This is an optimization exercise on Yosys and OpenROAD, whose aim is small area, a short achievable clock period and few clock cycles per item, not a production implementation.
RTL that was checked went through simulation tests only; none was proved equivalent to the original.
Function not checked in runs 2 to 5, 7 and 8: the RTL went through the layout flow alone.

$ cat run.sh
#!/bin/bash
# synth_recipe.tcl (not shown) runs the flow's synth.tcl, then flattens the netlist and writes it again
# the make line also repeats each setting of config.mk as NAME=value (left out here)
make -C /OpenROAD-flow-scripts/flow DESIGN_CONFIG=/design/flow/config.mk WORK_HOME=/design/flow/orfs CLKGATE_MAP_FILE= SYNTH_SCRIPT=/design/flow/synth_recipe.tcl finish
$ cat config.mk
export PLATFORM = sky130hd
export DESIGN_NAME = ascon128_top
export DESIGN_NICKNAME = ascon128_top
export VERILOG_FILES = /design/flow/design.v
export SDC_FILE = /design/flow/constraint.sdc
export NUM_CORES = 8
export LEC_CHECK = 0
export CAP_MARGIN = 20
export CORE_MARGIN = 2
export CORE_UTILIZATION = 40
export SLEW_MARGIN = 20
$ cat constraint.sdc
create_clock -name core_clock -period 8.0 [get_ports {CLK}]
set_input_delay 1.6000 -clock core_clock [delete_from_list [all_inputs] [get_ports {CLK}]]
set_output_delay 1.6000 -clock core_clock [all_outputs]
set_load 0.01 [all_outputs]
$ cat design.v
module ascon_round (
    input  [63:0] x0, x1, x2, x3, x4,
    input  [63:0] m0, m1, m2, m3, m4,
    output [63:0] y0, y1, y2, y3, y4
);
    wire [63:0] a0 = x0 ^ x4;
    wire [63:0] a4 = x4 ^ x3;
    wire [63:0] a2 = x2 ^ x1;
    wire [63:0] b0 = a0 ^ (~x1 & a2);
    wire [63:0] b1 = x1 ^ (~a2 & x3);
    wire [63:0] b2 = a2 ^ (~x3 & a4);
    wire [63:0] b3 = x3 ^ (~a4 & a0);
    wire [63:0] b4 = a4 ^ (~a0 & x1);
    wire [63:0] s0 = b0 ^ b4;
    wire [63:0] s1 = b1 ^ b0;
    wire [63:0] s2 = ~b2;
    wire [63:0] s3 = b3 ^ b2;
    wire [63:0] s4 = b4;
    assign y0 = s0 ^ {s0[18:0], s0[63:19]} ^ {s0[27:0], s0[63:28]} ^ m0;
    assign y1 = s1 ^ {s1[60:0], s1[63:61]} ^ {s1[38:0], s1[63:39]} ^ m1;
    assign y2 = s2 ^ {s2[0],    s2[63:1]}  ^ {s2[5:0],  s2[63:6]}  ^ m2;
    assign y3 = s3 ^ {s3[9:0],  s3[63:10]} ^ {s3[16:0], s3[63:17]} ^ m3;
    assign y4 = s4 ^ {s4[6:0],  s4[63:7]}  ^ {s4[40:0], s4[63:41]} ^ m4;
endmodule
module ascon128_top(CLK, RST, START, SK, N, A, P, DONE, C, T);
    input CLK;
    input RST;
    input START;
    input [127:0] SK, N;
    input [63:0] A;
    input [63:0] P;
    output reg DONE;
    output [63:0] C;
    output [127:0] T;
    reg [63:0] x0, x1, x2, x3, x4;
    reg [127:0] k;
    reg [63:0] a_r, c_r;
    reg busy;
    reg [1:0] ph;      
    reg [3:0] rd;      
    wire last_rd = (rd == 4'd11);
    wire e_a = last_rd & (ph == 2'd0);
    wire e_p = last_rd & (ph == 2'd1);
    wire e_k = last_rd & (ph == 2'd2);
    wire e_t = last_rd & (ph == 2'd3);
    wire [3:0] rd_n = last_rd ? ((ph == 2'd2) ? 4'd0 : 4'd6) : rd + 4'd1;
    wire [7:0] rc_n = e_t ? 8'h00 : {~rd_n, rd_n};
    wire [63:0] m0 = ({64{e_a}} & a_r) | ({64{e_p}} & c_r);
    wire [63:0] m1 = {64{e_k}} & k[127:64];
    wire [63:0] m2 = ({64{e_k}} & k[63:0]) ^ {56'd0, rc_n};
    wire [63:0] m3 = {64{e_a | e_t}} & k[127:64];
    wire [63:0] m4 = ({64{e_a | e_t}} & k[63:0]) ^ {63'd0, e_p};
    wire [63:0] y0, y1, y2, y3, y4;
    ascon_round u_round (
        .x0(x0), .x1(x1), .x2(x2), .x3(x3), .x4(x4),
        .m0(m0), .m1(m1), .m2(m2), .m3(m3), .m4(m4),
        .y0(y0), .y1(y1), .y2(y2), .y3(y3), .y4(y4));
    always @(posedge CLK) begin
        if (!busy) begin
            x0  <= 64'h80400c0600000000;
            x1  <= SK[127:64];
            x2  <= SK[63:0] ^ 64'hf0;
            x3  <= N[127:64];
            x4  <= N[63:0];
            k   <= SK;
            a_r <= A;
            c_r <= P;
        end else begin
            x0 <= y0;
            x1 <= y1;
            x2 <= y2;
            x3 <= y3;
            x4 <= y4;
            if (e_p) c_r <= y0;
        end
    end
    always @(posedge CLK) begin
        if (RST) begin
            busy <= 1'b0;
            DONE <= 1'b0;
            ph   <= 2'd0;
            rd   <= 4'd0;
        end else begin
            DONE <= busy & e_t;
            if (!busy) begin
                busy <= START;
                ph   <= 2'd0;
                rd   <= 4'd0;
            end else begin
                busy <= ~e_t;
                rd   <= rd_n;
                if (last_rd) ph <= ph + 2'd1;
            end
        end
    end
    assign C = c_r;
    assign T = {x3, x4};
endmodule
==> key figures, run 1 <==
GRT
  • Overflow after GRT: 0
  • Initial antenna violation count: 26
  • GRT Util Overall: 0.3569
  • Largest net degree at the start of global routing: 148
  • Vias in the first global route: 30150
  • Global-route wire length before repair: 263300 um

Yosys
  • Post-synth EDFFs: 256
  • Count of different cell masters after synthesis: 47
  • FFs w/ async S/R, synth: 0
  • Syn_nets: 4091
  • Mean Syn Cell Area: 12.07 um^2
  • Yosys top cell area share: 0.2048
  • Top cells by area, synth: xnor3_1 (20%), edfxtp_1 (18%), dfxtp_1 (15%)
  • Most used DFF post-synth: dfxtp_1
  • Post-synth top area cell: xnor3_1
  • Cell area after synthesis: 43100 um^2
  • Post-Synthesis Cells: 3571
  • Post-synthesis register bit count: 584
  • Seq/Total Area, Yosys: 0.3307
  • Yosys warnings: 1

Floorplanning
  • CORE AREA: 106900 um^2
  • Die area: 110400 um^2
  • Die Span X: 332.3 um
  • Die height: 332.3 um
  • Row count: 120
  • Top-Level Pins: 580
  • Initial core utilization: 0.4032

Routing
  • Detailed-route wire length: 201600 um
  • DR iter-0 viols: 4191
  • Post-DRT Antenna Nets: 0
  • DR vias: 31530
  • Residual DRC: 0
  • Routed len/inst: 35.68 um
  • DRT Pass-1 Iters: 6
  • Vias per cell: 5.581

Min path
  • Hold depth: 2
  • Hold Crit Class: flop to flop

Worst setup path
  • Worst-path maximum fanout: 66
  • Element type at the critical path start: flop
  • Critical Path RT: 8.54 ns
  • Delay-heaviest family, CP: buffers and inverters
  • Largest stage delay, worst path: 0.64 ns
  • Slowest cell on crit path: buf_4
  • R2R cell count: 10
  • CP Cell Sequence: inv_1, ha_2, buf_12, nor2_4, buf_4, buf_4, nor3b_2, xnor3_1, xnor3_1, mux2_2
  • Critical Setup Path Class: flop to flop
  • CP endpoint kind: flop
  • Worst R2R Setup Slack: 4.12 ns
  • WP depth: 10
  • WP buf/inv: 4
  • Critical path arrival: 4.42 ns

Place
  • Hpwl dp: 166200 um
  • Port Buffer Count: 579
  • DP Worst Slack: 4.180 ns
  • GP Congestion: 1.051

Clock network
  • Clk buf depth: 3
  • Clk pin slew, worst setup/hold paths: 0.06 ns
  • Post-CTS sizing: 0
  • Clock tree from TritonCTS: yes
  • Sink Count: 584
  • CTS buffer count: 75
  • Clock latency on the worst-skew pair: 0.67 ns
  • H-Tree Level Count: 3
  • Hold bufs inserted after CTS: 0
  • Clock root buffer: clkbuf_16
  • Setup Buffers After CTS: 0

Layout
  • Final-stage net count: 4694
  • Layout Utilization: 0.5014
  • Area Overhead vs Synth: 24.37%
  • Ratio of cells with drive above 1 in the final layout: 0.1140

STA
  • Ratio of final minimum period to clock period: 0.4849
  • Hold Violations, Final: 0
  • Slew @ Worst Pin: 1.381 ns
  • RSZ-0062 raised after global routing: no
  • Minimum clock period: 3.879 ns
  • Max_slew headroom: 0.06941
  • Setup TNS: 0 ns
  • WHS: 0.5057 ns
  • Worst clock skew: 0.03149 ns
  • Final setup fails: 0
  • Final slew viol count: 0
  • Fmax: 257.8 MHz
  • Setup ws final: 4.121 ns

Job
  • Max_cap viols: 0

Outcome
  • Status: no timing/DRC/antenna violations
[synthesized netlist by cell type (6+ instances only)]
cell / instances
xnor2_1: 505
xnor3_1: 392
nand2_1: 331
dfxtp_1: 328
edfxtp_1: 256
nor2_1: 227
mux2_2: 196
xor2_1: 175
inv_1: 159
a21oi_1: 146
ha_1: 133
xor3_1: 118
nor3b_1: 103
and2_1: 95
o21ai_0: 92
clkbuf_1: 90
a22oi_1: 64
buf_2: 38
nor3b_2: 24
maj3_1: 22
buf_1: 9
xnor2_2: 8
and2_0: 6
[final timing paths]
| check | from | endpoint |
|---|---|---|
| worst max-delay path | ph[0]$_SDFFE_PP0N_ | x4[33]$_DFF_P_ |
| worst min-delay path | ph[1]$_SDFFE_PP0N_ | ph[1]$_SDFFE_PP0N_ |
| worst max register to register | ph[0]$_SDFFE_PP0N_ | x4[33]$_DFF_P_ |
| worst min register to register | ph[1]$_SDFFE_PP0N_ | ph[1]$_SDFFE_PP0N_ |
[cell type report]
type	count	area (um^2)
antenna	11	27.53
timing repair buffer	672	6569
clock buffer	99	2173
sequential	584	14260
inverter	160	608.1
tap	1403	1755
multi-input combinational	2681	27830
fill	9756	53300
clock inverter	39	382.9
[flip-flops by register name, summed over array words and instances, names as in the netlist]
signal  count
DONE        1
a_r        64
busy        1
c_r        64
k         128
ph          2
rd          4
x0         64
x1         64
x2         64
x3         64
x4         64
[cells by family after synthesis]
kind of cell	synth area share
compound gates	0.04137
xor+xnor	0.4111
fa+ha+maj	0.04372
buf+inv	0.02897
flops	0.3307
mux	0.05214
simple gates	0.09199
[stage by stage]
step,area (um^2),instances
floorplan,43100,3571
global placement,50950,5500
detailed placement,50990,5500
CTS,53550,5638
global route,53580,5638
finish,53600,5649
[metal layers]
metal	part of all wire	GRT usage	vias up
met5	0.00028	0	-
met3	0.11	0.09400	394
met2	0.44	0.5410	1999
li1	-	-	13430
met1	0.38	0.4595	15690
met4	0.067	0.2089	8
[layout by cell type (no fill, tap or decap), drive strengths merged, types with 64 or more instances in the layout]
master           n
clkdlybuf4s50  579
xnor2          513
xnor3          392
nand2          331
dfxtp          328
edfxtp         256
nor2           228
mux2           196
xor2           175
inv            162
a21oi          146
ha             133
nor3b          127
xor3           118
and2           101
clkbuf          99
o21ai           95
buf             93
a22oi           64
[worst min-delay path, stage by stage (launching register included)]
cell	delay, ns
dfxtp_1	0.34
nand2_1	0.07
a21oi_1	0.06
Testbench counts, summed over its fixed seeds: cycles 29,608, items 800.
==> run 2, diff against run 1 <==
--- a/design.v
+++ b/design.v
@@ -38,16 +38,16 @@
     reg busy;
     reg [1:0] ph;      
     reg [3:0] rd;      
-    wire last_rd = (rd == 4'd11);
-    wire e_a = last_rd & (ph == 2'd0);
-    wire e_p = last_rd & (ph == 2'd1);
-    wire e_k = last_rd & (ph == 2'd2);
-    wire e_t = last_rd & (ph == 2'd3);
+    reg e_a, e_p, e_k, e_t;
+    reg [7:0] rc;      
+    wire last_rd = e_a | e_p | e_k | e_t;
     wire [3:0] rd_n = last_rd ? ((ph == 2'd2) ? 4'd0 : 4'd6) : rd + 4'd1;
-    wire [7:0] rc_n = e_t ? 8'h00 : {~rd_n, rd_n};
+    wire [1:0] ph_n = last_rd ? ph + 2'd1 : ph;
+    wire [3:0] rd_nn = (rd_n == 4'd11) ? ((ph_n == 2'd2) ? 4'd0 : 4'd6) : rd_n + 4'd1;
+    wire last_n = (rd_n == 4'd11);
     wire [63:0] m0 = ({64{e_a}} & a_r) | ({64{e_p}} & c_r);
     wire [63:0] m1 = {64{e_k}} & k[127:64];
-    wire [63:0] m2 = ({64{e_k}} & k[63:0]) ^ {56'd0, rc_n};
+    wire [63:0] m2 = ({64{e_k}} & k[63:0]) ^ {56'd0, rc};
     wire [63:0] m3 = {64{e_a | e_t}} & k[127:64];
     wire [63:0] m4 = ({64{e_a | e_t}} & k[63:0]) ^ {63'd0, e_p};
     wire [63:0] y0, y1, y2, y3, y4;
@@ -80,16 +80,31 @@
             DONE <= 1'b0;
             ph   <= 2'd0;
             rd   <= 4'd0;
+            rc   <= 8'he1;
+            e_a  <= 1'b0;
+            e_p  <= 1'b0;
+            e_k  <= 1'b0;
+            e_t  <= 1'b0;
         end else begin
-            DONE <= busy & e_t;
+            DONE <= e_t;
             if (!busy) begin
                 busy <= START;
                 ph   <= 2'd0;
                 rd   <= 4'd0;
+                rc   <= 8'he1;
+                e_a  <= 1'b0;
+                e_p  <= 1'b0;
+                e_k  <= 1'b0;
+                e_t  <= 1'b0;
             end else begin
                 busy <= ~e_t;
                 rd   <= rd_n;
-                if (last_rd) ph <= ph + 2'd1;
+                ph   <= ph_n;
+                rc   <= {~rd_nn, rd_nn};
+                e_a  <= last_n & (ph_n == 2'd0);
+                e_p  <= last_n & (ph_n == 2'd1);
+                e_k  <= last_n & (ph_n == 2'd2);
+                e_t  <= last_n & (ph_n == 2'd3);
             end
         end
     end
--- a/config.mk
+++ b/config.mk
@@ -5,7 +5,9 @@
 export SDC_FILE = /design/flow/constraint.sdc
 export NUM_CORES = 8
 export LEC_CHECK = 0
+export ABC_CLOCK_PERIOD_IN_PS = 2800
 export CAP_MARGIN = 20
 export CORE_MARGIN = 2
 export CORE_UTILIZATION = 40
+export SETUP_SLACK_MARGIN = 5
 export SLEW_MARGIN = 20
==> key figures, run 2 <==
Yosys
  • Mean Syn Cell Area: 12.29 um^2
  • Post-synthesis register bit count: 596
  • Post-synth top area cell: xnor3_1
  • Most used DFF post-synth: dfxtp_1
  • Yosys top cell area share: 0.1884
  • Post-synth EDFFs: 256
  • Post-synth top cells: nand2_1 (502), xnor2_1 (433), xnor3_1 (361), dfxtp_1 (340), edfxtp_1 (256)
  • Syn_nets: 4030
  • Seq/Total Area, Yosys: 0.3359
  • Post-Synthesis Cells: 3512
  • Count leader, synth: nand2_1
  • Cell area after synthesis: 43150 um^2
  • Count of different cell masters after synthesis: 41
  • Yosys warnings: 1
  • Top cells by area, synth: xnor3_1 (19%), edfxtp_1 (18%), dfxtp_1 (16%)
  • FFs w/ async S/R, synth: 0

Clock network
  • Clk buf depth: 3
  • Clk pin slew, worst setup/hold paths: 0.06 ns
  • Clock tree from TritonCTS: yes
  • H-Tree Level Count: 3
  • CTS buffer count: 75
  • Hold bufs inserted after CTS: 0
  • Clock root buffer: clkbuf_16
  • Sink Count: 596
  • Clock latency on the worst-skew pair: 0.68 ns

STA
  • Setup TNS: 0 ns
  • Setup ws final: 4.837 ns
  • RSZ-0062 raised after global routing: no
  • Ratio of final minimum period to clock period: 0.3954
  • Max_slew headroom: 0.08212
  • Worst clock skew: 0.03331 ns
  • Fmax: 316.2 MHz
  • Minimum clock period: 3.163 ns
  • Slew @ Worst Pin: 1.372 ns
  • Hold Violations, Final: 0
  • Final setup fails: 0
  • Final slew viol count: 0

Routing
  • Residual DRC: 0
  • Post-DRT Antenna Nets: 0
  • Max Used Layer: met5
  • Detailed-route wire length: 199400 um
  • Routed length on met3: 23770 um
  • Routed len/inst: 35.73 um
  • DR vias: 30810
  • DR iter-0 viols: 4114
  • Vias per cell: 5.520
  • DRT Pass-1 Iters: 5
  • Metal2 WL: 87520 um
  • Routed met1 length: 75780 um

Layout
  • Reg with most FFs: k
  • Final-stage net count: 4624
  • Area Overhead vs Synth: 23.97%
  • Max reg flops: 128
  • Ratio of cells with drive above 1 in the final layout: 0.1674
  • Most common cell after layout, fill and taps aside: nand2_1
  • Fin cells: 5582
  • Most frequent cells in the layout: nand2_1 (502), xnor2_1 (405), clkdlybuf4s50_1 (386), xnor3_1 (361), edfxtp_1 (256)
  • Final instance area: 53500 um^2

GRT
  • Global-route wire length before repair: 260500 um
  • Vias in the first global route: 29670
  • Initial antenna violation count: 23
  • Largest net degree at the start of global routing: 132
  • GRT Util Overall: 0.3544
  • Overflow after GRT: 0

Place
  • Hpwl dp: 163600 um
  • Dpl cells: 5426
  • Port Buffer Count: 579
  • GP Congestion: 1.051
  • DP Worst Slack: 4.570 ns
  • Cell Area, Placed: 50850 um^2

Min path
  • Hold_sp: ph[0]$_SDFF_PP0_
  • Hold Crit Class: flop to flop

Worst setup path
  • Worst-path maximum fanout: 3
  • FF-to-FF Start: x4[29]$_DFF_P_
  • Critical Path RT: 8.47 ns
  • Critical Setup Path Class: flop to flop
  • Crit. Startpoint: x4[29]$_DFF_P_
  • Element type at the critical path start: flop
  • CP endpoint kind: flop
  • Critical path arrival: 3.63 ns
  • Worst R2R Setup Slack: 4.84 ns

Floorplanning
  • Top-Level Pins: 580
  • Initial core utilization: 0.4031
  • Row count: 120
  • Die Span X: 332.5 um
  • Die area: 110500 um^2
  • CORE AREA: 107100 um^2
  • Die height: 332.5 um

Job
  • Max_cap viols: 0

Outcome
  • Status: no timing/DRC/antenna violations
-- run 2: changes by cell type in the layout (fill, tap and decap cells not counted), moves of 51 or more --
| cell | before | now |
|---|---|---|
| clkdlybuf4s50_1 | 579 | 386 |
| nand2_1 | 330 | 502 |
| nor3b_1 | 102 | 1 |
| xnor2_2 | 34 | 132 |
| dfxtp_1 | 327 | 234 |
| dfxtp_2 | 0 | 84 |
| dlygate4sd2_1 | 0 | 78 |
| xnor2_1 | 479 | 405 |
| a21oi_1 | 146 | 83 |
| o21ai_0 | 90 | 146 |
| clkdlybuf4s15_1 | 0 | 51 |
-- run 2: per-layer routing --
layer / vias to the layer above / global-route usage
met5: - / 0
met1: 15400 / 0.4535
met4: 16 / 0.1886
met2: 1920 / 0.5348
met3: 361 / 0.1127
li1: 13120 / -
-- run 2: cells by family (layout without fill, tap and decap cells) --
logic type / Yosys count / count (layout) / share of synthesized area
compound gates: 324 / 324 / 0.04158
xor+xnor: 1203 / 1203 / 0.4338
fa+ha+maj: 148 / 148 / 0.04201
buf+inv: 280 / 937 / 0.02546
flops: 596 / 596 / 0.3359
mux: 184 / 184 / 0.04796
other cells: 0 / 10 / 0
simple gates: 777 / 777 / 0.07336
-- run 2: final cells by class --
| class | count | area (um^2) |
|---|---|---|
| Antenna cell | 10 | 25.02 |
| Clock buffer | 121 | 2297 |
| Clock inverter | 19 | 130.1 |
| Fill cell | 9625 | 53560 |
| Inverter | 150 | 570.5 |
| Multi-Input combinational cell | 2636 | 27850 |
| Sequential cell | 596 | 14680 |
| Tap cell | 1403 | 1755 |
| Timing Repair Buffer | 647 | 6191 |
-- run 2: critical path: stages (launching register included) --
cell and delay, ns:
dfxtp_4 0.39, buf_12 0.15, ha_1 0.35, xor2_1 0.64, xnor3_1 0.54, xnor3_1 0.26, nor2_1 0.64
-- run 2: path summary, 6_finish.rpt --
path | endpoint | cells after the start
setup / recovery | x0[10]$_SDFF_PN0_ | 6
hold / removal | e_t$_SDFF_PP0_ | 2
setup reg to reg | x0[10]$_SDFF_PN0_ | 6
hold reg to reg | e_t$_SDFF_PP0_ | 2
-- run 2: per-stage QoR --
stage	utilization	hold slack, ns
finish	0.4997	0.4774
global route	0.4996	0.5251
CTS	0.4982	0.4811
detailed placement	0.4750	0.4735
global placement	0.4748	0.4753
floorplan	-	0.4432
-- run 2: repair_timing --
action                     in CTS  in global routing
setup buffers                   2                  3
hold endpoints to repair        0                  0
resized for setup             480                 62
setup endpoints to repair     214                 61
==> run 3, diff against run 2 <==
==> flow/run.sh (new file) <==
#!/bin/bash
# Layout flow: the standard synthesis unchanged, then the standard ORFS
# steps with a tighter timing-repair target, plain buffers on the ports and a
# clock tree built from smaller buffers. Each tool's output goes to its own log.
set -euo pipefail
here=$(cd "$(dirname "$0")" && pwd)
source "$here/params.sh"
bash standard.sh synth > synth.log 2>&1
bash standard.sh \
  SETUP_SLACK_MARGIN="$SETUP_MARGIN" \
  TNS_END_PERCENT="$TNS_END" \
  BUFFER_PORTS_ARGS="-buffer_cell $PORT_BUF" \
  CTS_ARGS="$CTS_ARGS" \
  finish > layout.log 2>&1
==> flow/params.sh (new file) <==
SETUP_MARGIN=5.6
TNS_END=100
PORT_BUF=sky130_fd_sc_hd__buf_2
CTS_ARGS="-sink_clustering_enable -repair_clock_nets -dont_use_dummy_load"
==> standard.sh (new file) <==
#!/bin/bash
# synth_recipe.tcl (not shown) runs the flow's synth.tcl, then flattens the netlist and writes it again
# the make line also repeats each setting of config.mk as NAME=value (left out here)
make -C /OpenROAD-flow-scripts/flow DESIGN_CONFIG=/design/flow/config.mk WORK_HOME=/design/flow/orfs CLKGATE_MAP_FILE= SYNTH_SCRIPT=/design/flow/synth_recipe.tcl "${@:-finish}"
--- a/config.mk
+++ b/config.mk
@@ -5,9 +5,8 @@
 export SDC_FILE = /design/flow/constraint.sdc
 export NUM_CORES = 8
 export LEC_CHECK = 0
-export ABC_CLOCK_PERIOD_IN_PS = 2800
+export ABC_CLOCK_PERIOD_IN_PS = 2500
 export CAP_MARGIN = 20
 export CORE_MARGIN = 2
 export CORE_UTILIZATION = 40
-export SETUP_SLACK_MARGIN = 5
 export SLEW_MARGIN = 20
removed: run.sh
==> key figures, run 3 <==
STA
  • Hold Violations, Final: 0
  • Max_slew headroom: 0.4013
  • Fmax: 342.0 MHz
  • Final setup fails: 0
  • Worst clock skew: 0.06980 ns
  • Minimum clock period: 2.924 ns
  • Final slew viol count: 0
  • Setup ws final: 5.076 ns
  • Setup TNS: 0 ns
  • RSZ-0062 raised after global routing: yes
  • Slew @ Worst Pin: 0.8887 ns
  • Ratio of final minimum period to clock period: 0.3655

Layout
  • Most frequent cells in the layout: nand2_1 (497), buf_2 (437), buf_4 (343), xnor3_1 (321), xnor2_1 (293)
  • Max reg flops: 128
  • Most common cell after layout, fill and taps aside: nand2_1
  • Final instance area: 58770 um^2
  • Layout Utilization: 0.5489
  • Ratio of cells with drive above 1 in the final layout: 0.4272
  • Reg with most FFs: k
  • Final-stage net count: 4991
  • Area Overhead vs Synth: 36.18%
  • FILL cells: 8952

Worst setup path
  • Critical Setup Path Class: flop to primary output
  • WP depth: 1
  • Worst-path maximum fanout: 2
  • Critical path arrival: 1.32 ns
  • R2R cell count: 6
  • Slowest cell on crit path: edfxtp_1
  • Element type at the critical path start: flop
  • CP endpoint kind: primary output
  • Critical Path RT: 6.40 ns
  • WP buf/inv: 1
  • CP Cell Sequence: buf_2
  • Delay-heaviest family, CP: flip-flops
  • Largest stage delay, worst path: 0.48 ns

GRT
  • GRT Util Overall: 0.3725
  • Global-route wire length before repair: 274100 um
  • Overflow after GRT: 0
  • Largest net degree at the start of global routing: 98
  • Initial antenna violation count: 24
  • Vias in the first global route: 31410

Clock network
  • Clock latency on the worst-skew pair: 0.68 ns
  • Hold bufs inserted after CTS: 0
  • Clk pin slew, worst setup/hold paths: 0.05 ns
  • Clock root buffer: clkbuf_16
  • CTS buffer count: 78
  • H-Tree Level Count: 3
  • Sink Count: 596
  • Clock tree from TritonCTS: yes
  • Clk buf depth: 3

Min path
  • Hold Crit Class: flop to flop
  • Hold depth: 2

Yosys
  • Post-synthesis register bit count: 596
  • Count of different cell masters after synthesis: 41
  • Post-synth EDFFs: 256
  • Seq/Total Area, Yosys: 0.3359
  • FFs w/ async S/R, synth: 0
  • Syn_nets: 4030
  • Cell area after synthesis: 43150 um^2
  • Yosys warnings: 1
  • Top cells by area, synth: xnor3_1 (19%), edfxtp_1 (18%), dfxtp_1 (16%)
  • Post-synth top cells: nand2_1 (502), xnor2_1 (433), xnor3_1 (361), dfxtp_1 (340), edfxtp_1 (256)
  • Most used DFF post-synth: dfxtp_1
  • Yosys top cell area share: 0.1884
  • Post-synth top area cell: xnor3_1
  • Mean Syn Cell Area: 12.29 um^2
  • Post-Synthesis Cells: 3512
  • Count leader, synth: nand2_1

Job
  • Max_cap viols: 0

Routing
  • Post-DRT Antenna Nets: 0
  • DRT Pass-1 Iters: 5
  • DR vias: 33340
  • Routed len/inst: 36.06 um
  • Vias per cell: 5.668
  • Residual DRC: 0
  • Detailed-route wire length: 212100 um
  • DR iter-0 viols: 4491

Place
  • Cell Area, Placed: 48000 um^2
  • Hpwl dp: 165500 um
  • Port Buffer Count: 579
  • GP Congestion: 1.043
  • DP Worst Slack: 4.472 ns

Floorplanning
  • CORE AREA: 107100 um^2
  • Initial core utilization: 0.4031
  • Top-Level Pins: 580
  • Die area: 110500 um^2
  • Row count: 120
  • Die Span X: 332.5 um
  • Die height: 332.5 um

Outcome
  • Status: no timing/DRC/antenna violations
## run 3: cell counts after synthesis
No cell type changed its count.
## run 3: worst reg2reg max path, cell delays in order (launching register included)
cell and delay (ns):
edfxtp_1 0.41, buf_6 0.14, buf_6 0.10, a22oi_2 0.29
xnor3_2 0.50, xnor3_2 0.54, mux2_4 0.30
## run 3: kinds of logic after synthesis
group | count (synthesis) | synth area share
xor gates and xnor gates | 1203 | 0.4338
DFF | 596 | 0.3359
adders and majority gates | 148 | 0.04201
and+or+nand+nor | 777 | 0.07336
buffers and inverters | 280 | 0.02546
AOI/OAI and AO/OA | 324 | 0.04158
muxes | 184 | 0.04796
## run 3: per-stage QoR
step	cells	hold WS, ns
finish	5882	0.4442
floorplan	3512	0.4432
global placement	5427	0.4593
detailed placement	5429	0.4629
CTS	5723	0.4469
global route	5876	0.4821
## run 3: layout make-up
| class | instances | area [um^2] | area share |
|---|---|---|---|
| flip-flops and latches | 596 | 14980 | 0.2549 |
| well taps | 1403 | 1755 | 0.02987 |
| repair buffers | 1009 | 7999 | 0.1361 |
| clock buffers | 78 | 1952 | 0.03321 |
| diodes | 8 | 20.02 | 0.0003407 |
| multi-input cells | 2638 | 31490 | 0.5358 |
| inverters | 150 | 573.1 | 0.009752 |
## run 3: what timing repair did
item | in CTS | in global routing
pin swaps | 69 | 101
buffers inserted | 208 | 149
cloned | 8 | 2
endpoints found under the setup margin | 536 | 342
gates resized for setup | 850 | 226
## run 3: worst paths after layout
| kind | startpoint | endpoint | slack [ns] |
|---|---|---|---|
| worst min-delay path | ph[0]$_SDFF_PP0_ | e_t$_SDFF_PP0_ | 0.44 |
| worst max-delay path | c_r[54]$_DFFE_PP_ | C[54] | 5.08 |
| worst max register to register | c_r[61]$_DFFE_PP_ | c_r[61]$_DFFE_PP_ | 5.48 |
| worst min register to register | ph[0]$_SDFF_PP0_ | e_t$_SDFF_PP0_ | 0.44 |
## run 3: layer usage
layer	wire length (um)	vias to the layer above	share of wire	track usage
li1	-	13780	-	-
met1	78560	16790	0.37	0.4788
met2	92470	2271	0.44	0.5674
met3	25880	481	0.12	0.1061
met4	15080	22	0.071	0.2029
met5	132	-	0.00062	0
==> run 4, diff against run 3 <==
--- a/design.v
+++ b/design.v
@@ -39,6 +39,7 @@
     reg [1:0] ph;      
     reg [3:0] rd;      
     reg e_a, e_p, e_k, e_t;
+    reg e_c;           
     reg [7:0] rc;      
     wire last_rd = e_a | e_p | e_k | e_t;
     wire [3:0] rd_n = last_rd ? ((ph == 2'd2) ? 4'd0 : 4'd6) : rd + 4'd1;
@@ -71,13 +72,14 @@
             x2 <= y2;
             x3 <= y3;
             x4 <= y4;
-            if (e_p) c_r <= y0;
+            if (e_c) c_r <= x0;
         end
     end
     always @(posedge CLK) begin
         if (RST) begin
             busy <= 1'b0;
             DONE <= 1'b0;
+            e_c  <= 1'b0;
             ph   <= 2'd0;
             rd   <= 4'd0;
             rc   <= 8'he1;
@@ -87,6 +89,7 @@
             e_t  <= 1'b0;
         end else begin
             DONE <= e_t;
+            e_c  <= e_p & busy;
             if (!busy) begin
                 busy <= START;
                 ph   <= 2'd0;
==> flow/params.sh (replaced) <==
SETUP_MARGIN=5.0
TNS_END=100
PORT_BUF=sky130_fd_sc_hd__buf_2
CTS_ARGS="-sink_clustering_enable -repair_clock_nets -dont_use_dummy_load -buf_list {sky130_fd_sc_hd__clkbuf_16} -sink_clustering_size 20 -sink_clustering_max_diameter 80"
--- a/config.mk
+++ b/config.mk
@@ -5,7 +5,7 @@
 export SDC_FILE = /design/flow/constraint.sdc
 export NUM_CORES = 8
 export LEC_CHECK = 0
-export ABC_CLOCK_PERIOD_IN_PS = 2500
+export ABC_AREA = 1
 export CAP_MARGIN = 20
 export CORE_MARGIN = 2
 export CORE_UTILIZATION = 40
==> key figures, run 4 <==
STA
  • Slew @ Worst Pin: 1.322 ns
  • Fmax: 312.1 MHz
  • Hold Violations, Final: 0
  • RSZ-0062 raised after global routing: no
  • Setup TNS: 0 ns
  • Final setup fails: 0
  • Ratio of final minimum period to clock period: 0.4005
  • Minimum clock period: 3.204 ns
  • Final slew viol count: 0
  • Max_slew headroom: 0.1154
  • Worst clock skew: 0.08123 ns

Clock network
  • Clock tree from TritonCTS: yes
  • Clock root buffer: clkbuf_16
  • H-Tree Level Count: 2
  • Clock latency on the worst-skew pair: 0.72 ns
  • Sink Count: 597
  • Clk buf depth: 3
  • Clk pin slew, worst setup/hold paths: 0.09 ns
  • Hold bufs inserted after CTS: 0
  • CTS buffer count: 50

Routing
  • DRT Pass-1 Iters: 9
  • Detailed-route wire length: 299900 um
  • Routed length on met3: 41590 um
  • Metal2 WL: 115500 um
  • Routed len/inst: 30.82 um
  • Max Used Layer: met5
  • Routed met1 length: 115100 um
  • Vias per cell: 5.693
  • Residual DRC: 0
  • DR iter-0 viols: 8805
  • DR vias: 55410
  • Post-DRT Antenna Nets: 0

GRT
  • Largest net degree at the start of global routing: 195
  • Global-route wire length before repair: 388500 um
  • Vias in the first global route: 46400
  • GRT Util Overall: 0.4803
  • Overflow after GRT: 0
  • Initial antenna violation count: 32

Worst setup path
  • Critical Setup Path Class: flop to flop
  • CP Cell Sequence: inv_1, nand2_1, nand3_1, nand2_1, nand2_1, nand2_1, nand2_1, nand2_1, nand2_1, nand2_1, nand2_1, nor2_1
  • Critical path arrival: 3.79 ns
  • CP most frequent cell: nand2_1
  • Largest stage delay, worst path: 0.54 ns
  • WP buf/inv: 1
  • Worst-path maximum fanout: 7
  • Slowest cell on crit path: dfxtp_1
  • Delay-heaviest family, CP: simple AND/OR/NAND/NOR gates
  • Element type at the critical path start: flop
  • Critical Path RT: 8.59 ns
  • CP endpoint kind: flop

Floorplanning
  • CORE AREA: 115900 um^2
  • Die height: 345.5 um
  • Initial core utilization: 0.4025
  • Row count: 125
  • Die area: 119400 um^2
  • Top-Level Pins: 580
  • Die Span X: 345.5 um

Layout
  • Final-stage net count: 8715
  • Most frequent cells in the layout: nand2_1 (3951), inv_1 (956), nand3_1 (683), buf_2 (579), dfxtp_1 (303)
  • FILL cells: 12270
  • Area Overhead vs Synth: 13.39%
  • Ratio of cells with drive above 1 in the final layout: 0.1004
  • Final instance area: 52890 um^2
  • Fin cells: 9732
  • Most common cell after layout, fill and taps aside: nand2_1
  • Max reg flops: 128
  • Reg with most FFs: k

Job
  • Max_cap viols: 0

Outcome
  • Status: no timing/DRC/antenna violations

Yosys
  • Count leader, synth: nand2_1
  • Syn_nets: 8150
  • Top cells by area, synth: nand2_1 (32%), edfxtp_1 (16%), dfxtp_1 (15%)
  • Mean Syn Cell Area: 6.112 um^2
  • Yosys top cell area share: 0.3189
  • Post-Synthesis Cells: 7632
  • Yosys warnings: 1
  • Post-synth EDFFs: 256
  • Cell area after synthesis: 46650 um^2
  • Most used DFF post-synth: dfxtp_1
  • Post-synthesis register bit count: 597
  • Count of different cell masters after synthesis: 41
  • Post-synth top area cell: nand2_1
  • Seq/Total Area, Yosys: 0.3112
  • FFs w/ async S/R, synth: 0
  • Post-synth top cells: nand2_1 (3963), inv_1 (957), nand3_1 (684), dfxtp_1 (341), edfxtp_1 (256)

Place
  • GP Congestion: 1.136
  • Cell Area, Placed: 51380 um^2
  • Port Buffer Count: 579
  • Dpl cells: 9667
  • Hpwl dp: 252600 um

Min path
  • Hold Crit Class: flop to flop
==> run 4: cell types whose count changed in the layout (fill, tap and decap cells not counted), sizes merged, moves of 62 or more <==
cell and change:
nand2 +3475, inv +810, nand3 +683, buf -370
xnor2 -366, xnor3 -361, mux2 -179, nand4 +156
xor3 -151, and2 -73, a22oi -64, xor2 +62
==> run 4: cell type report <==
class	instances	area [um^2]	area share
inverter	960	3621	0.06846
sequential	597	14570	0.2755
timing repair buffer	636	3450	0.06522
antenna	13	32.53	0.0006150
clock buffer	50	1251	0.02366
tap	1524	1907	0.03605
multi-input combinational	5952	28060	0.5305
==> run 4: repair_timing <==
action                                  CTS  global route
endpoints found under the hold margin     0             0
cloned                                    1             1
endpoints found under the setup margin   89            33
buffers inserted                          0             0
resized for setup                        46            23
==> run 4: logic make-up after synthesis <==
group                    share of synthesized area
AO/OA/AOI/OAI                              0.03973
flip-flops                                  0.3112
XOR/XNOR                                   0.07765
AND/OR/NAND/NOR                             0.4451
adder cells (fa/ha/maj)                    0.03514
multiplexers                             0.0008584
buffers and inverters                      0.09042
==> run 4: path summary, 6_finish.rpt <==
kind                            slack [ns]  depth (start not counted)               from                end
worst max-delay path                  4.80                         12  x0[59]$_SDFF_PN0_  x0[59]$_SDFF_PN0_
worst min-delay path                  0.57                          2     e_t$_SDFF_PP0_    DONE$_SDFF_PP0_
worst max register to register        4.80                         12  x0[59]$_SDFF_PN0_  x0[59]$_SDFF_PN0_
worst min register to register        0.57                          2     e_t$_SDFF_PP0_    DONE$_SDFF_PP0_
==> run 4: layer usage <==
layer,GRT usage,vias up
met1,0.6257,25830
met2,0.6600,3883
met5,0,-
li1,-,24950
met4,0.3626,6
met3,0.1480,743
==> run 4: per-stage QoR <==
stage | hold WS, ns | worst slack (ns) | util
4_1_cts | 0.5587 | 5.002 | 0.4552
3_5_place_dp | 0.5367 | 4.516 | 0.4433
3_3_place_gp | 0.5274 | 4.437 | 0.4430
5_1_grt | 0.6054 | 4.997 | 0.4561
2_1_floorplan | 0.4896 | 5.325 | -
6_report | 0.5661 | 4.796 | 0.4564
==> run 4: tightest hold or removal path, stage by stage, from the launching register on <==
cell	delay [ns]
dfxtp_1	0.39
inv_1	0.09
nor2_1	0.05
==> run 5, diff against run 4 <==
--- a/config.mk
+++ b/config.mk
@@ -5,7 +5,6 @@
 export SDC_FILE = /design/flow/constraint.sdc
 export NUM_CORES = 8
 export LEC_CHECK = 0
-export ABC_AREA = 1
 export CAP_MARGIN = 20
 export CORE_MARGIN = 2
 export CORE_UTILIZATION = 40
==> key figures, run 5 <==
Yosys
  • Post-Synthesis Cells: 3400
  • FFs w/ async S/R, synth: 0
  • Cell area after synthesis: 42080 um^2
  • Post-synth top cells: xnor2_1 (447), dfxtp_1 (341), nand2_1 (319), xnor3_1 (308), edfxtp_1 (256)
  • Syn_nets: 3918
  • Yosys warnings: 1
  • Top cells by area, synth: edfxtp_1 (18%), xnor3_1 (16%), dfxtp_1 (16%)
  • Count leader, synth: xnor2_1
  • Post-synthesis register bit count: 597
  • Count of different cell masters after synthesis: 43
  • Most used DFF post-synth: dfxtp_1
  • Seq/Total Area, Yosys: 0.3449
  • Post-synth EDFFs: 256
  • Post-synth top area cell: edfxtp_1
  • Yosys top cell area share: 0.1827
  • Mean Syn Cell Area: 12.38 um^2

STA
  • Setup ws final: 4.946 ns
  • Ratio of final minimum period to clock period: 0.3818
  • Final slew viol count: 0
  • Minimum clock period: 3.054 ns
  • Hold Violations, Final: 0
  • Final setup fails: 0
  • Max_slew headroom: 0.09460
  • Fmax: 327.4 MHz
  • RSZ-0062 raised after global routing: no
  • Setup TNS: 0 ns
  • Worst clock skew: 0.03956 ns
  • Slew @ Worst Pin: 1.344 ns

Place
  • Hpwl dp: 156100 um
  • GP Congestion: 1.083
  • Port Buffer Count: 579
  • DP Worst Slack: 4.873 ns

Floorplanning
  • Die height: 328.3 um
  • CORE AREA: 103900 um^2
  • Top-Level Pins: 580
  • Die Span X: 328.3 um
  • Row count: 118
  • Initial core utilization: 0.4048
  • Die area: 107800 um^2

Routing
  • DRT Pass-1 Iters: 6
  • DR iter-0 viols: 3881
  • Residual DRC: 0
  • Detailed-route wire length: 189000 um
  • Routed len/inst: 35.36 um
  • DR vias: 30010
  • Vias per cell: 5.617
  • Post-DRT Antenna Nets: 0

Layout
  • Layout Utilization: 0.4620
  • Ratio of cells with drive above 1 in the final layout: 0.2522
  • Reg with most FFs: k
  • Area Overhead vs Synth: 14.12%
  • Max reg flops: 128
  • Final-stage net count: 4477
  • Most common cell after layout, fill and taps aside: buf_2
  • Most frequent cells in the layout: buf_2 (579), xnor2_1 (433), dfxtp_1 (324), nand2_1 (319), xnor3_1 (308)

GRT
  • GRT Util Overall: 0.3427
  • Initial antenna violation count: 21
  • Largest net degree at the start of global routing: 144
  • Overflow after GRT: 0
  • Global-route wire length before repair: 245700 um
  • Vias in the first global route: 28390

Clock network
  • Clock root buffer: clkbuf_16
  • H-Tree Level Count: 2
  • Hold bufs inserted after CTS: 0
  • Sink Count: 597
  • Setup Buffers After CTS: 0
  • Clock latency on the worst-skew pair: 0.66 ns
  • Clock tree from TritonCTS: yes
  • CTS buffer count: 43
  • Clk buf depth: 3
  • Clk pin slew, worst setup/hold paths: 0.09 ns

Job
  • Max_cap viols: 0

Outcome
  • Status: no timing/DRC/antenna violations

Worst setup path
  • Element type at the critical path start: flop
  • CP endpoint kind: flop
  • Critical path arrival: 3.59 ns
  • Critical Setup Path Class: flop to flop
  • Worst-path maximum fanout: 6
  • Critical Path RT: 8.54 ns

Min path
  • Hold Crit Class: flop to flop
==> run 5: kinds of logic (layout without fill, tap and decap cells) <==
kind of cell | Yosys count | in the layout | synth area share
flops | 597 | 597 | 0.3449
buf+inv | 279 | 836 | 0.02521
fa+ha+maj | 148 | 148 | 0.04300
compound gates | 399 | 399 | 0.05215
simple gates | 555 | 555 | 0.05459
other cells | 0 | 6 | 0
xor+xnor | 1132 | 1132 | 0.4040
mux | 290 | 290 | 0.07615
==> run 5: path summary, 6_finish.rpt <==
check | start | endpoint | slack, ns | cells past startpoint
worst max register to register | x3[36]$_DFF_P_ | x3[26]$_DFF_P_ | 4.95 | 5
worst min-delay path | ph[0]$_SDFF_PP0_ | e_t$_SDFF_PP0_ | 0.54 | 2
worst min register to register | ph[0]$_SDFF_PP0_ | e_t$_SDFF_PP0_ | 0.54 | 2
worst max-delay path | x3[36]$_DFF_P_ | x3[26]$_DFF_P_ | 4.95 | 5
==> run 5: what timing repair did <==
action                                  in CTS  in global routing
resized for setup                           10                 10
endpoints found under the setup margin      12                 17
cloned                                       0                  0
==> run 5: cell type report <==
class | count | area [um^2]
Clock buffer | 43 | 1076
Multi-Input combinational cell | 2524 | 26670
Antenna cell | 6 | 15.01
Timing Repair Buffer | 642 | 3416
Tap cell | 1380 | 1727
Inverter | 151 | 574.3
Fill cell | 9715 | 55920
Sequential cell | 597 | 14550
==> run 5: worst max-delay path, stage by stage (launching register included) <==
cell,delay [ns]
dfxtp_1,0.47
nor2_1,0.06
o21ai_0,1.03
xnor2_1,0.54
xnor3_1,0.54
mux2_2,0.28
==> run 5: per-stage QoR <==
stage,cells,hold WS [ns],area (um^2)
4_1_cts,5337,0.5407,47940
3_3_place_gp,5294,0.5280,46810
6_report,5343,0.5369,48020
2_1_floorplan,3400,0.4876,42080
3_5_place_dp,5294,0.5287,46840
5_1_grt,5339,0.5696,48010
==> run 5: routing by layer <==
| metal | global-route usage | up-vias | share of wire |
|---|---|---|---|
| li1 | - | 12810 | - |
| met1 | 0.4381 | 15020 | 0.38 |
| met2 | 0.5250 | 1816 | 0.44 |
| met3 | 0.1010 | 351 | 0.12 |
| met4 | 0.1799 | 12 | 0.064 |
| met5 | 0 | - | 0.00055 |
==> run 6, diff against run 5 <==
--- a/design.v
+++ b/design.v
@@ -3,19 +3,11 @@
     input  [63:0] m0, m1, m2, m3, m4,
     output [63:0] y0, y1, y2, y3, y4
 );
-    wire [63:0] a0 = x0 ^ x4;
-    wire [63:0] a4 = x4 ^ x3;
-    wire [63:0] a2 = x2 ^ x1;
-    wire [63:0] b0 = a0 ^ (~x1 & a2);
-    wire [63:0] b1 = x1 ^ (~a2 & x3);
-    wire [63:0] b2 = a2 ^ (~x3 & a4);
-    wire [63:0] b3 = x3 ^ (~a4 & a0);
-    wire [63:0] b4 = a4 ^ (~a0 & x1);
-    wire [63:0] s0 = b0 ^ b4;
-    wire [63:0] s1 = b1 ^ b0;
-    wire [63:0] s2 = ~b2;
-    wire [63:0] s3 = b3 ^ b2;
-    wire [63:0] s4 = b4;
+    wire [63:0] s0 = (x1 & ~(x4 ^ x2 ^ x0)) ^ (x3 ^ x2 ^ x0);
+    wire [63:0] s1 = ((x1 & x2) | (x3 & (x1 | x2))) ^ (x0 ^ x1 ^ x2 ^ x3 ^ x4);
+    wire [63:0] s2 = ~((x4 & ~x3) ^ x1 ^ x2);
+    wire [63:0] s3 = (x0 | (x3 ^ x4)) ^ x1 ^ x2;
+    wire [63:0] s4 = (x1 & ~(x0 ^ x4)) ^ x3 ^ x4;
     assign y0 = s0 ^ {s0[18:0], s0[63:19]} ^ {s0[27:0], s0[63:28]} ^ m0;
     assign y1 = s1 ^ {s1[60:0], s1[63:61]} ^ {s1[38:0], s1[63:39]} ^ m1;
     assign y2 = s2 ^ {s2[0],    s2[63:1]}  ^ {s2[5:0],  s2[63:6]}  ^ m2;
==> key figures, run 6 <==
Outcome
  • Status: no timing/DRC/antenna violations

Yosys
  • Post-Synthesis Cells: 3711
  • Cell area after synthesis: 37020 um^2
  • Syn_nets: 4165
  • Post-synth top area cell: xnor2_1
  • Yosys top cell area share: 0.2827
  • Count of different cell masters after synthesis: 32
  • Count leader, synth: xnor2_1
  • FFs w/ async S/R, synth: 0
  • Yosys warnings: 1
  • Mean Syn Cell Area: 9.976 um^2
  • Most used DFF post-synth: dfxtp_1
  • Post-synthesis register bit count: 597
  • Top cells by area, synth: xnor2_1 (28%), edfxtp_1 (21%), dfxtp_1 (18%)
  • Post-synth top cells: xnor2_1 (1195), nand2_1 (357), dfxtp_1 (341), xor2_1 (295), edfxtp_1 (256)
  • Post-synth EDFFs: 256
  • Seq/Total Area, Yosys: 0.3921

GRT
  • Global-route wire length before repair: 222000 um
  • Overflow after GRT: 0
  • GRT Util Overall: 0.3396
  • Initial antenna violation count: 24
  • Vias in the first global route: 27850
  • Largest net degree at the start of global routing: 159

STA
  • Slew @ Worst Pin: 1.298 ns
  • Final setup fails: 0
  • RSZ-0062 raised after global routing: no
  • Setup TNS: 0 ns
  • Final slew viol count: 0
  • Minimum clock period: 2.987 ns
  • Fmax: 334.8 MHz
  • Ratio of final minimum period to clock period: 0.3734
  • Hold Violations, Final: 0
  • Max_slew headroom: 0.1286
  • WHS: 0.5133 ns
  • Worst clock skew: 0.05420 ns

Layout
  • Max reg flops: 128
  • Final-stage net count: 4775
  • Ratio of cells with drive above 1 in the final layout: 0.2144
  • Layout Utilization: 0.4688
  • Fin cells: 5512
  • Most common cell after layout, fill and taps aside: xnor2_1
  • Area Overhead vs Synth: 16.07%
  • Most frequent cells in the layout: xnor2_1 (1182), buf_2 (579), nand2_1 (357), dfxtp_1 (326), xor2_1 (295)
  • Final instance area: 42970 um^2
  • Reg with most FFs: k

Job
  • Max_cap viols: 0

Worst setup path
  • Element type at the critical path start: flop
  • Critical path arrival: 1.39 ns
  • Slowest cell on crit path: dfxtp_1
  • Largest stage delay, worst path: 0.54 ns
  • Critical Path RT: 6.40 ns
  • Critical Setup Path Class: flop to primary output
  • WP buf/inv: 1
  • Delay-heaviest family, CP: flip-flops
  • CP endpoint kind: primary output
  • Worst-path maximum fanout: 6
  • CP Cell Sequence: buf_2

Floorplanning
  • Die area: 95000 um^2
  • Top-Level Pins: 580
  • Die Span X: 308.2 um
  • CORE AREA: 91660 um^2
  • Row count: 111
  • Initial core utilization: 0.4039
  • Die height: 308.2 um

Routing
  • Metal2 WL: 74740 um
  • DR vias: 29470
  • Routed len/inst: 30.04 um
  • Residual DRC: 0
  • DRT Pass-1 Iters: 5
  • Post-DRT Antenna Nets: 0
  • Vias per cell: 5.347
  • Max Used Layer: met5
  • DR iter-0 viols: 3428
  • Detailed-route wire length: 165600 um
  • Routed met1 length: 65690 um
  • Routed length on met3: 15280 um

Clock network
  • Clk buf depth: 3
  • CTS buffer count: 45
  • Sink Count: 597
  • H-Tree Level Count: 2
  • Clock root buffer: clkbuf_16
  • Clock tree from TritonCTS: yes
  • Clk pin slew, worst setup/hold paths: 0.09 ns
  • Hold bufs inserted after CTS: 0
  • Setup Buffers After CTS: 0
  • Clock latency on the worst-skew pair: 0.64 ns

Place
  • Hpwl dp: 134900 um
  • GP Congestion: 1.019
  • Dpl cells: 5460
  • Cell Area, Placed: 41800 um^2
  • Port Buffer Count: 579

Min path
  • Hold Crit Class: flop to flop
## run 6: layout make-up
cell class                 instances  area, um^2
antenna                            7       17.52
clock buffer                      45        1126
fill                            8853       48690
inverter                         132       503.0
multi-input combinational       2882       21730
sequential                       597       14540
tap                             1186        1484
timing repair buffer             663        3565
## run 6: cells by family after synthesis
group / share of synthesized area
and+or+nand+nor: 0.09348
AOI/OAI and AO/OA: 0.04059
muxes: 0.07493
xor gates and xnor gates: 0.3525
adders and majority gates: 0.02264
buffers and inverters: 0.02379
DFF: 0.3921
## run 6: final timing paths
check / start / to / slack, ns / cells past startpoint
setup reg to reg: e_a$_SDFF_PP0_ / x3[26]$_DFF_P_ / 5.08 / 6
setup / recovery: x3[10]$_DFF_P_ / T[74] / 5.01 / 1
hold reg to reg: ph[0]$_SDFF_PP0_ / e_a$_SDFF_PP0_ / 0.51 / 1
hold / removal: ph[0]$_SDFF_PP0_ / e_a$_SDFF_PP0_ / 0.51 / 1
## run 6: through the flow
stage                     setup slack, ns
after floorplan                     5.022
after global placement              4.986
after detailed placement            4.969
after CTS                           5.004
after global routing                5.004
final                               5.013
## run 6: repair_timing
item / in CTS / in global routing
setup endpoints to repair: 8 / 14
gates resized for setup: 8 / 6
pin swaps: 0 / 0
## run 6: layer usage
layer | track usage | vias up
li1 | - | 13280
met1 | 0.4351 | 14380
met2 | 0.5432 | 1451
met3 | 0.06816 | 326
met4 | 0.1712 | 32
met5 | 0 | -
Testbench counts of run 6, summed over its fixed seeds: cycles 29,608, items 800.
==> run 7, diff against run 6 <==
--- a/design.v
+++ b/design.v
@@ -31,6 +31,7 @@
     reg [1:0] ph;      
     reg [3:0] rd;      
     reg e_a, e_p, e_k, e_t;
+    reg e_at;          
     reg e_c;           
     reg [7:0] rc;      
     wire last_rd = e_a | e_p | e_k | e_t;
@@ -41,8 +42,8 @@
     wire [63:0] m0 = ({64{e_a}} & a_r) | ({64{e_p}} & c_r);
     wire [63:0] m1 = {64{e_k}} & k[127:64];
     wire [63:0] m2 = ({64{e_k}} & k[63:0]) ^ {56'd0, rc};
-    wire [63:0] m3 = {64{e_a | e_t}} & k[127:64];
-    wire [63:0] m4 = ({64{e_a | e_t}} & k[63:0]) ^ {63'd0, e_p};
+    wire [63:0] m3 = {64{e_at}} & k[127:64];
+    wire [63:0] m4 = ({64{e_at}} & k[63:0]) ^ {63'd0, e_p};
     wire [63:0] y0, y1, y2, y3, y4;
     ascon_round u_round (
         .x0(x0), .x1(x1), .x2(x2), .x3(x3), .x4(x4),
@@ -79,6 +80,7 @@
             e_p  <= 1'b0;
             e_k  <= 1'b0;
             e_t  <= 1'b0;
+            e_at <= 1'b0;
         end else begin
             DONE <= e_t;
             e_c  <= e_p & busy;
@@ -91,6 +93,7 @@
                 e_p  <= 1'b0;
                 e_k  <= 1'b0;
                 e_t  <= 1'b0;
+                e_at <= 1'b0;
             end else begin
                 busy <= ~e_t;
                 rd   <= rd_n;
@@ -100,6 +103,7 @@
                 e_p  <= last_n & (ph_n == 2'd1);
                 e_k  <= last_n & (ph_n == 2'd2);
                 e_t  <= last_n & (ph_n == 2'd3);
+                e_at <= last_n & ((ph_n == 2'd0) | (ph_n == 2'd3));
             end
         end
     end
==> flow/params.sh (replaced) <==
SETUP_MARGIN=5.2
TNS_END=100
PORT_BUF=sky130_fd_sc_hd__buf_2
CTS_ARGS="-sink_clustering_enable -repair_clock_nets -dont_use_dummy_load -buf_list {sky130_fd_sc_hd__clkbuf_16} -sink_clustering_size 20 -sink_clustering_max_diameter 80"
==> key figures, run 7 <==
GRT
  • GRT met2 Usage: 0.5481
  • GRT Util Overall: 0.3395
  • Initial antenna violation count: 40
  • GR Util met1: 0.4249
  • Overflow after GRT: 0
  • Largest net degree at the start of global routing: 155
  • Grt met3 use: 0.08129
  • Vias in the first global route: 28240
  • Busiest grt layer: met2
  • Global-route wire length before repair: 222200 um

STA
  • Fmax: 348.6 MHz
  • RSZ-0062 raised after global routing: yes
  • Setup ws final: 5.131 ns
  • Worst clock skew: 0.07062 ns
  • Slew @ Worst Pin: 1.305 ns
  • Final setup fails: 0
  • Ratio of final minimum period to clock period: 0.3586
  • Hold Violations, Final: 0
  • Setup TNS: 0 ns
  • Minimum clock period: 2.869 ns
  • Final slew viol count: 0
  • Max_slew headroom: 0.1236

Clock network
  • Hold bufs inserted after CTS: 0
  • Clk pin slew, worst setup/hold paths: 0.08 ns
  • Clock latency on the worst-skew pair: 0.65 ns
  • Clock root buffer: clkbuf_16
  • H-Tree Level Count: 2
  • Clk buf depth: 3
  • Sink Count: 598
  • Clock tree from TritonCTS: yes
  • CTS buffer count: 44

Yosys
  • Syn_nets: 4177
  • Top cells by area, synth: xnor2_1 (28%), edfxtp_1 (21%), dfxtp_1 (18%)
  • Post-synth EDFFs: 256
  • Count of different cell masters after synthesis: 32
  • Post-Synthesis Cells: 3719
  • Yosys top cell area share: 0.2842
  • Post-synthesis register bit count: 598
  • Most used DFF post-synth: dfxtp_1
  • FFs w/ async S/R, synth: 0
  • Yosys warnings: 1
  • Count leader, synth: xnor2_1
  • Post-synth top area cell: xnor2_1
  • Post-synth top cells: xnor2_1 (1203), nand2_1 (361), dfxtp_1 (342), xor2_1 (288), edfxtp_1 (256)
  • Cell area after synthesis: 37070 um^2
  • Seq/Total Area, Yosys: 0.3920
  • Mean Syn Cell Area: 9.969 um^2

Layout
  • Reg with most FFs: k
  • Reg area: 14950 um^2
  • Area Overhead vs Synth: 18.62%
  • Final-stage net count: 4829
  • Fin cells: 5628
  • Most frequent cells in the layout: xnor2_1 (1184), buf_2 (550), nand2_1 (361), xor2_1 (288), edfxtp_1 (256)
  • Max reg flops: 128
  • Ratio of cells with drive above 1 in the final layout: 0.2504
  • Area occupied by multi-input gates: 21790 um^2
  • Most common cell after layout, fill and taps aside: xnor2_1
  • FILL cells: 8890

Worst setup path
  • Critical Path RT: 8.50 ns
  • Worst-path maximum fanout: 4
  • Crit. Startpoint: x4[62]$_DFF_P_
  • Critical Setup Path Class: flop to flop
  • FF-to-FF Start: x4[62]$_DFF_P_
  • Critical path arrival: 3.37 ns
  • Element type at the critical path start: flop
  • CP endpoint kind: flop

Job
  • Max_cap viols: 0

Floorplanning
  • Top-Level Pins: 580
  • Initial core utilization: 0.4038
  • Die area: 95140 um^2
  • CORE AREA: 91800 um^2
  • Row count: 111
  • Die height: 308.4 um
  • Die Span X: 308.4 um

Place
  • Port Buffer Count: 579
  • Dpl cells: 5511
  • GP Congestion: 1.064
  • DP Worst Slack: 5.068 ns
  • Hpwl dp: 135500 um

Routing
  • Post-DRT Antenna Nets: 0
  • Routed len/inst: 29.68 um
  • Residual DRC: 0
  • Vias per cell: 5.338
  • Detailed-route wire length: 167000 um
  • DR vias: 30040
  • DR iter-0 viols: 3684
  • DRT Pass-1 Iters: 6

Outcome
  • Status: no timing/DRC/antenna violations

Min path
  • Hold_sp: e_t$_SDFF_PP0_
  • Hold Crit Class: flop to flop
[run 7: changes by cell type after synthesis, sizes merged, moves of 5 or more]
| cell | previous run | this run |
|---|---|---|
| and3 | 47 | 42 |
| buf | 20 | 9 |
| clkbuf | 80 | 92 |
| inv | 132 | 137 |
| xnor2 | 1195 | 1203 |
| xor2 | 295 | 288 |
[run 7: critical path, stage by stage (launching register included)]
cell and delay [ns]:
dfxtp_4 0.35, buf_4 0.15, ha_1 0.28, nor2b_1 0.14
xnor2_1 1.00, xnor2_1 0.33, xnor2_1 0.21, mux2_2 0.27
[run 7: worst paths after layout]
check	endpoint	slack (ns)	cells past startpoint
min	DONE$_SDFF_PP0_	0.52	1
min reg2reg	DONE$_SDFF_PP0_	0.52	1
max reg2reg	x3[62]$_DFF_P_	5.13	7
max	x3[62]$_DFF_P_	5.13	7
[run 7: logic make-up (layout without fill, tap and decap cells)]
family / after synthesis / in the layout / synth area share
XOR/XNOR: 1491 / 1491 / 0.3522
AND/OR/NAND/NOR: 802 / 802 / 0.09274
flip-flops: 598 / 598 / 0.3920
AO/OA/AOI/OAI: 265 / 265 / 0.04016
multiplexers: 253 / 253 / 0.07455
buffers and inverters: 239 / 889 / 0.02430
adder cells (fa/ha/maj): 71 / 71 / 0.02396
other: 0 / 16 / 0
[run 7: area by class of cell]
cell class / instances / share of cell area
Multi-Input combinational cell: 2882 / 0.4955
Sequential cell: 598 / 0.3399
Timing Repair Buffer: 707 / 0.09127
Tap cell: 1243 / 0.03537
Clock buffer: 44 / 0.02504
Inverter: 138 / 0.01195
Antenna cell: 16 / 0.0009105
[run 7: per-layer routing]
metal  vias up  routed length [um]
li1      13380                   -
met4        42                9346
met2      1547               76040
met3       357               17130
met5         -                 270
met1     14710               64260
[run 7: stage by stage]
step                  util  hold slack (ns)  area, um^2
floorplan                -           0.4512       37080
global placement    0.4548           0.4924       41750
detailed placement  0.4556           0.5050       41830
CTS                 0.4755           0.5237       43650
global route        0.4788           0.5503       43950
finish              0.4790           0.5238       43980
[run 7: timing repair]
| item | CTS | global route |
|---|---|---|
| pin swaps | 0 | 0 |
| gates resized for setup | 239 | 24 |
| buffers inserted | 37 | 20 |
| hold endpoints to repair | 0 | 0 |
| endpoints found under the setup margin | 232 | 109 |
==> run 8, diff against run 7 <==
==> flow/params.sh (replaced) <==
SETUP_MARGIN=5.5
TNS_END=100
PORT_BUF=sky130_fd_sc_hd__buf_2
CTS_ARGS="-sink_clustering_enable -repair_clock_nets -dont_use_dummy_load -buf_list {sky130_fd_sc_hd__clkbuf_16} -sink_clustering_size 20 -sink_clustering_max_diameter 80"
==> key figures, run 8 <==
Worst setup path
  • Critical Path RT: 6.40 ns
  • Critical Setup Path Class: flop to primary output
  • WP depth: 1
  • Critical path arrival: 1.23 ns
  • R2R cell count: 5
  • Worst-path maximum fanout: 2
  • CP endpoint kind: primary output
  • Largest stage delay, worst path: 0.42 ns
  • CP Cell Sequence: buf_2
  • Delay-heaviest family, CP: flip-flops

GRT
  • GRT Util Overall: 0.3397
  • Busiest grt layer: met2
  • Vias in the first global route: 29010
  • Initial antenna violation count: 40
  • GRT met2 Usage: 0.5435
  • Global-route wire length before repair: 223300 um

Job
  • Max_cap viols: 0

Yosys
  • Top cells by area, synth: xnor2_1 (28%), edfxtp_1 (21%), dfxtp_1 (18%)
  • Post-synth top area cell: xnor2_1
  • FFs w/ async S/R, synth: 0
  • Count leader, synth: xnor2_1
  • Post-synthesis register bit count: 598
  • Post-Synthesis Cells: 3719
  • Seq/Total Area, Yosys: 0.3920
  • Post-synth EDFFs: 256
  • Most used DFF post-synth: dfxtp_1
  • Count of different cell masters after synthesis: 32
  • Mean Syn Cell Area: 9.969 um^2
  • Yosys top cell area share: 0.2842

Layout
  • Fin cells: 5737
  • Most common cell after layout, fill and taps aside: xnor2_1
  • Layout Utilization: 0.5010
  • Ratio of cells with drive above 1 in the final layout: 0.2799
  • Reg with most FFs: k
  • Max reg flops: 128

STA
  • Minimum clock period: 2.830 ns
  • Setup ws final: 5.170 ns
  • Fmax: 353.4 MHz
  • Setup TNS: 0 ns
  • RSZ-0062 raised after global routing: yes
  • Ratio of final minimum period to clock period: 0.3537
  • Hold Violations, Final: 0
  • Max_slew headroom: 0.1532
  • Final setup fails: 0
  • Worst clock skew: 0.07408 ns

Routing
  • Residual DRC: 0
  • DR iter-0 viols: 3253
  • DR vias: 30280
  • Post-DRT Antenna Nets: 0
  • Detailed-route wire length: 165900 um
  • Vias per cell: 5.279

Clock network
  • Clk pin slew, worst setup/hold paths: 0.09 ns
  • Clock latency on the worst-skew pair: 0.64 ns
  • Sink Count: 598
  • Clock root buffer: clkbuf_16
  • CTS buffer count: 43

Floorplanning
  • Row count: 111
  • Initial core utilization: 0.4038
  • Die Span X: 308.4 um
  • Die height: 308.4 um
  • Top-Level Pins: 580
  • CORE AREA: 91800 um^2

Outcome
  • Status: no timing/DRC/antenna violations

Place
  • Hpwl dp: 134100 um
  • DP Worst Slack: 5.071 ns
  • GP Congestion: 1.070
  • Port Buffer Count: 579
  • Dpl cells: 5517

Min path
  • Hold depth: 1
-- run 8: cell counts after synthesis --
Identical to the previous run, type by type.
-- run 8: layout make-up --
cell class	instances	area, um^2
multi-input cells	2882	22180
well taps	1243	1555
clock buffers	43	1076
inverters	138	525.5
repair buffers	816	5583
fillers	8756	45810
flip-flops and latches	598	15030
diodes	17	42.54
-- run 8: per-layer routing --
layer,wire [um],vias up,part of all wire
li1,-,13570,-
met4,10310,42,0.062
met2,75270,1475,0.45
met5,248,-,0.0015
met3,17280,366,0.10
met1,62800,14830,0.38
-- run 8: through the flow --
| step | cell area [um^2] | hold WS, ns |
|---|---|---|
| 2_1_floorplan | 37090 | 0.4512 |
| 5_1_grt | 45970 | 0.5334 |
| 4_1_cts | 45600 | 0.5070 |
| 3_5_place_dp | 41840 | 0.4844 |
| 3_3_place_gp | 41810 | 0.4877 |
| 6_report | 45990 | 0.5150 |
-- run 8: timing repair --
| action | in CTS | in global routing |
|---|---|---|
| setup buffers | 143 | 16 |
| setup endpoints to repair | 369 | 256 |
| hold buffers | 0 | 0 |
| gates resized for setup | 481 | 34 |
-- run 8: cells by family after synthesis --
group | share of synthesized area
buffers and inverters | 0.02430
DFF | 0.3920
xor gates and xnor gates | 0.3522
AOI/OAI and AO/OA | 0.04016
adders and majority gates | 0.02396
muxes | 0.07455
and+or+nand+nor | 0.09274
-- run 8: path summary, 6_finish.rpt --
kind | start | slack (ns) | to
max | c_r[9]$_DFFE_PP_ | 5.17 | C[9]
min | rd[0]$_SDFF_PP0_ | 0.51 | rc[4]$_SDFF_PP0_
max reg2reg | x1[17]$_DFF_P_ | 5.41 | x4[10]$_DFF_P_
min reg2reg | rd[0]$_SDFF_PP0_ | 0.51 | rc[4]$_SDFF_PP0_

## port drivers added, routing unchanged
In the flow no input, the clock included, has a driving cell. The finished layouts below were timed again as built, in two steps.
Step 1 sets driving cells, clkbuf_16 on the clock port and buf_2 on the other inputs (assumed; they add their load-dependent delay and slew).
Step 2 also shifts input and output timing later by t, the mid clock arrival at the registers, as if the neighbouring blocks saw the same clock.
Three values: ideal ports, drivers, drivers and shift; two values: the first two.
run	t, ns	setup WS [ns]	worst hold slack (ns)	latest minus earliest clock arrival (ns)	slew at the worst register clock pin (ns)
run 1	0.723	4.121 / 4.121 / 4.121	0.506 / 0.506 / 0.506	0.032 / 0.032	0.07 / 0.07
run 2	0.736	4.837 / 4.837 / 4.812	0.477 / 0.477 / 0.477	0.033 / 0.034	0.06 / 0.06
run 3	0.726	5.076 / 5.000 / 5.327	0.444 / 0.444 / 0.444	0.070 / 0.070	0.06 / 0.06
run 4	0.764	4.796 / 4.796 / 4.796	0.566 / 0.566 / 0.566	0.091 / 0.091	0.10 / 0.10
run 5	0.718	4.946 / 4.931 / 4.946	0.537 / 0.537 / 0.537	0.040 / 0.040	0.09 / 0.09
run 6	0.685	5.013 / 4.937 / 5.077	0.513 / 0.513 / 0.513	0.055 / 0.055	0.09 / 0.09
run 7	0.688	5.131 / 5.091 / 5.131	0.524 / 0.524 / 0.524	0.078 / 0.078	0.09 / 0.09
run 8	0.674	5.170 / 5.098 / 5.347	0.515 / 0.515 / 0.515	0.083 / 0.083	0.09 / 0.09
After both steps every run listed still meets setup and hold. For run 2, which loses most, drivers alone change the setup slack by 0.000 ns; drivers and shift together by -0.025 ns.
